Source: an optimization exercise on an open RTL-to-GDS flow (aim: small area, a short achievable clock period and few clock cycles per item). Production flows keep margins and buffers that such runs may drop.
Where RTL was checked, it was by simulation tests only, not by an equivalence proof against the original.
Power figures rest on the tool's default switching activity, not on a simulated workload.

## run A
Design task3, start of the top module:
module task3 (
    input  wire        clk,
    input  wire        rst,
    input  wire [2:0]  opcode,
    input  wire [7:0]  in2,
    input  wire [7:0]  in1,
    input  wire [7:0]  in0,
    output wire [23:0] result,
    output wire        done
);
export LEC_CHECK = 0
export ABC_AREA = 1
export CAP_MARGIN = 20
export CORE_MARGIN = 2
export CORE_UTILIZATION = 40
export SETUP_SLACK_MARGIN = 5
export SLEW_MARGIN = 20
export TNS_END_PERCENT = 100
create_clock -name core_clock -period 11.0 [get_ports {clk}]
standard.sh (not shown) runs the stock make flow with config.mk's settings and CLKGATE_MAP_FILE= SYNTH_SCRIPT=/design/flow/synth_recipe.tcl, a recipe that flattens the netlist after the stock synthesis.
==> flow/flow/run.sh <==
#!/bin/bash
# Standard layout with port buffers of a faster cell and the timing repair
# aimed at a tighter setup margin. The make output goes to standard.log;
# each ORFS step's full log stays under orfs/logs.
set -o pipefail
bash standard.sh "BUFFER_PORTS_ARGS=-buffer_cell sky130_fd_sc_hd__buf_4" SETUP_SLACK_MARGIN=6 TNS_END_PERCENT=100 finish > standard.log 2>&1
Run A ended with every stage complete and zero timing, DRC or antenna violations.
Testbench counts of run A, summed over its fixed seeds: cycles 219,878, ops 160,000.
diff inputs: run A => run B
==> flow/flow/run.sh <==
#!/bin/bash
# Standard layout with port buffers of a faster cell and the timing repair
# aimed at a tighter setup margin. The make output goes to standard.log;
# each ORFS step's full log stays under orfs/logs.
set -o pipefail
bash standard.sh "BUFFER_PORTS_ARGS=-buffer_cell sky130_fd_sc_hd__buf_4" SETUP_SLACK_MARGIN=5.5 TNS_END_PERCENT=100 finish > standard.log 2>&1
==> summary.txt <==
Re count of inserted antenna diode cells: run B is 1 up on run A.
For the internal power contribution, run B came in about 4.6% lower than run A did.
Between run A and run B, the difference in max-slew violation count is negligible.
Run B vs run A, capture point of the critical path: S[8] vs S[14]
Between run B and run A, it is run B whose part of the total power dissipated in combinational logic is lower, by 2.1 points.
Routed wire length improves in run B relative to run A.
Non-clock buffer count for run B is lower than for run A.
Final critical delay including setup and external delays delta for run B relative to run A: 0.18 ns higher
Run B against run A: first-pass GRT wire length now sits lower, routed via count now sits lower, cell area after layout now sits lower, global-route usage now sits lower.
> inputs changed (run B -> run C)
Settings: CORE_UTILIZATION changed from 40 to 60.
Notes after the runs:
Compared with run B, in run C switching power saw an increase, overall routing resource usage shows an increase of 9.3 points, clock tree buffer count of the final layout went up, count of inverters other than clock inverters in the layout lost 0.49%, standby leakage power +0.51%.
Compared with run B, in run C floorplan die area went down, power share of the sequential group did not really move, critical-path maximum fanout went up, number of library cell types mapped by synthesis did not really move.

---

Another version of the RTL of task3 (not shown whole).
Size in the first run: roughly 64 flip-flops, about 9700 um^2 of cells after synthesis.
Settings: LEC_CHECK=0, CAP_MARGIN=20, CORE_MARGIN=2, CORE_UTILIZATION=40, SETUP_SLACK_MARGIN=5, SLEW_MARGIN=20, TNS_END_PERCENT=100; clock period 11.0 ns.
run.sh (not shown) runs the stock make flow with config.mk's settings and CLKGATE_MAP_FILE= SYNTH_SCRIPT=/design/flow/synth_recipe.tcl, a recipe that flattens the netlist after the stock synthesis.
Stock flow here: none of the scripts above is used.
The baseline finished clean.
Change:
ABC_CLOCK_PERIOD_IN_PS = 4000   (was default)
Outcome: Die area does not change. Clock skew stays the same. Cell count is unchanged. Total power is unchanged. Via count does not change. Cell area is unchanged. Sequential power is about the same. Global-route usage stays the same.
No run of this note included a check of the RTL's function; only the layout flow was run.

---

== main ==
The RTL this note starts from:
==> flow/design.v <==
module task3 (
    input  wire        clk,
    input  wire        rst,
    input  wire [2:0]  opcode,
    input  wire [7:0]  in2,
    input  wire [7:0]  in1,
    input  wire [7:0]  in0,
    output wire [23:0] result,
    output wire        done
);
    wire [7:0] a = in2, b = in1, c = in0;
    reg  [23:0] S, C;         
    reg  [7:0]  ar, yr;       
    reg  [10:0] xr;           
    reg  [1:0]  ph;           
    wire acc = (ph == 2'd0);
    assign done   = acc;
    wire [23:0] P = S + C;
    assign result = P;
    wire is0 = opcode == 3'd0, is1 = opcode == 3'd1, is2 = opcode == 3'd2, is3 = opcode == 3'd3;
    wire is4 = opcode == 3'd4, is5 = opcode == 3'd5, is6 = opcode == 3'd6, is7 = opcode == 3'd7;
    wire [23:0] bz = {16'd0, b};
    wire [23:0] cz = {16'd0, c};
    wire [23:0] bs = {{16{b[7]}}, b};
    wire [23:0] cs = {{16{c[7]}}, c};
    wire [23:0] shr = $signed(cs) >>> b;
    wire [1:0]  s7 = {1'b0, a[7]} + {1'b0, b[7]} + {1'b0, c[7]};
    wire nomul = acc & (is0 | is1 | is3);
    reg [15:0] X;
    reg [7:0]  Y;
    reg [23:0] F1, F2;
    reg        k1, k13;
    always @(*) begin
        X = 16'd0; Y = 8'd0; F1 = 24'd0; F2 = 24'd0; k1 = 1'b0; k13 = 1'b0;
        case (ph)
            2'd0: begin
                Y = is5 ? c : is6 ? 8'd1 : b;
                if (is0) begin F1 = bz;  F2 = cz; end
                if (is1) begin F1 = ~bz; F2 = cz; k1 = 1'b1; end
                if (is2) begin X = cs[15:0]; F2 = {17'd0, b[7], 6'd0}; end
                if (is3) F1 = shr;
                if (is4) begin X = bs[15:0]; F2 = {17'd0, b[7], 6'd0}; end
                if (is5) begin X = cs[15:0]; F2 = {17'd0, c[7], 6'd0}; end
                if (is6) begin X = {{8{a[7]}}, a}; F1 = bs; F2 = cs; end
                if (is7) begin X = ~{bs[13:0], 2'b00}; F1 = {bs[21:0], 2'b00};
                               F2 = {16'd0, s7, 6'd0}; k13 = 1'b1; end
            end
            2'd1: begin X = P[15:0]; Y = yr; F2 = {17'd0, yr[7], 6'd0}; end
            default: begin X = {{5{xr[10]}}, xr}; Y = yr; F1 = S; F2 = C; end
        endcase
    end
    wire [16:0] xe = {X[15], X};
    wire [8:0]  yb = {Y, 1'b0};
    wire [16:0] v0, v1, v2, v3;
    wire [3:0]  ng;
    genvar j;
    generate for (j = 0; j < 4; j = j + 1) begin : bth
        wire y2 = yb[2*j+2], y1 = yb[2*j+1], y0 = yb[2*j];
        wire one = y1 ^ y0;
        wire two = (y2 & ~y1 & ~y0) | (~y2 & y1 & y0);
        wire [16:0] sel = ({17{one}} & xe) | ({17{two}} & {xe[15:0], 1'b0});
        wire n = (j == 3) ? y2 & ~nomul : y2;
        wire [16:0] v = sel ^ {17{n}};
        assign ng[j] = n;
        if (j == 0) assign v0 = v;
        if (j == 1) assign v1 = v;
        if (j == 2) assign v2 = v;
        if (j == 3) assign v3 = v;
    end endgenerate
    wire [23:0] B0 = {5'd0, ~v0[16], v0[16], v0[16], v0[15:0]};
    wire [23:0] B1 = {3'd0, 1'b1, ~v1[16], v1[15:0], 1'b0, ng[0]};
    wire [23:0] B2 = {1'd0, 1'b1, ~v2[16], v2[15:0], 1'b0, ng[1], 1'b0, k1};
    wire [23:0] B3 = {1'b1, ~v3[16], v3[15:0], 1'b0, ng[2], k13, k13, 1'b0, k13};
    function [47:0] csa(input [23:0] x, input [23:0] y, input [23:0] z);
        csa = {x ^ y ^ z, ((x & y) | (x & z) | (y & z)) << 1};
    endfunction
    wire [23:0] s1, c1, s2, c2, s3, c3, s4, c4;
    assign {s1, c1} = csa(B0, B1, B2);
    assign {s2, c2} = csa(B3, F1, F2);
    assign {s3, c3} = csa(s1, c1, s2);
    assign {s4, c4} = csa(s3, c3, c2);
    always @(posedge clk) begin
        S <= s4;
        C <= c4;
        ar <= a;
        if (ph == 2'd2) begin
            yr <= ar;
            xr <= {ar[7], ar[7], ar[7], ar} * 11'sd5 + 11'sd8;
        end else begin
            yr <= c;
            xr <= {c[7], c[7], c[7], c} * 11'sd6 - 11'sd2;
        end
        if (rst) ph <= 2'd0;
        else case (ph)
            2'd0: ph <= is5 ? 2'd1 : is7 ? 2'd2 : 2'd0;
            2'd2: ph <= 2'd3;
            default: ph <= 2'd0;
        endcase
    end
endmodule
clock: 11.0 ns
lec_check: 0
abc_area: 1
cap_margin: 20
core_margin: 2
core_utilization: 40
setup_slack_margin: 5
slew_margin: 20
tns_end_percent: 100
standard.sh (not shown) runs the stock make flow with config.mk's settings and CLKGATE_MAP_FILE= SYNTH_SCRIPT=/design/flow/synth_recipe.tcl, a recipe that flattens the netlist after the stock synthesis.
==> flow/flow/run.sh <==
#!/bin/bash
# Standard layout with port buffers of a faster cell and the timing repair
# aimed at a tighter setup margin. The make output goes to standard.log;
# each ORFS step's full log stays under orfs/logs.
set -o pipefail
bash standard.sh "BUFFER_PORTS_ARGS=-buffer_cell sky130_fd_sc_hd__buf_4" SETUP_SLACK_MARGIN=5.75 TNS_END_PERCENT=100 finish > standard.log 2>&1
No stage failed in main, and the final checks on the layout all came back clean.
Testbench counts of main, summed over its fixed seeds: cycles 219,878, ops 160,000.
Setup changes, main to the feature branch
==> flow/flow/run.sh <==
#!/bin/bash
# Standard layout with port buffers of a faster cell and the timing repair
# aimed at a tighter setup margin. The make output goes to standard.log;
# each ORFS step's full log stays under orfs/logs.
set -o pipefail
bash standard.sh "BUFFER_PORTS_ARGS=-buffer_cell sky130_fd_sc_hd__buf_1" SETUP_SLACK_MARGIN=5.5 TNS_END_PERCENT=100 finish > standard.log 2>&1
==> summary.txt <==
Looking at setup slack, the feature branch sits 0.19 ns below main.
Measured against each other, the feature branch and main differ in worst-margin pin slew, the higher figure coming from main.
Going from main to the feature branch, final weighted congestion of routability-driven global placement has increased; register-to-register path setup slack rose by 0.10 ns; net total in the final layout fell by 1.5%; total power went down 6.6%.
Max global-route usage across the feature branch and main: main
Of the feature branch and main, the higher worst hold slack belongs to the feature branch.

-- re-timing with driven ports --
How much do the figures lean on ideal ports? The routed layouts below were timed once more, with nothing changed but the port constraints. Step 1 (the two cells are an assumption about what drives the block):
set clk [get_ports {clk}]
set_driving_cell -lib_cell sky130_fd_sc_hd__clkbuf_16 $clk
set_driving_cell -lib_cell sky130_fd_sc_hd__buf_2 [delete_from_list [all_inputs] $clk]
Step 2 also shifts input and output timing later by t, the mid clock arrival at the registers, as if the neighbouring blocks saw the same clock. a / b / c = no drivers / after step 1 / after step 2; a / b = the first two.
run | t (ns) | setup slack, ns | hold slack, ns | pins driven straight from the clock port
run A | 0.406 | 5.824 / 5.824 / 5.418 | 0.469 / 0.469 / 0.469 | 1
run B | 0.392 | 5.640 / 5.641 / 5.250 | 0.472 / 0.472 / 0.472 | 1
run C | 0.385 | 5.543 / 5.563 / 5.179 | 0.477 / 0.477 / 0.477 | 1
the first run of note 2 | 0.392 | 4.530 / 4.530 / 4.229 | 0.677 / 0.677 / 0.677 | 1
the second run of note 2 | 0.392 | 4.530 / 4.530 / 4.229 | 0.677 / 0.677 / 0.677 | 1
main | 0.397 | 5.787 / 5.767 / 5.371 | 0.461 / 0.461 / 0.461 | 1
the feature branch | 0.403 | 5.593 / 5.617 / 5.214 | 0.473 / 0.473 / 0.473 | 1
After both steps every run listed still meets setup and hold. The setup slack of main, which loses most, moves by -0.020 ns with the drivers and by -0.416 ns with both steps.
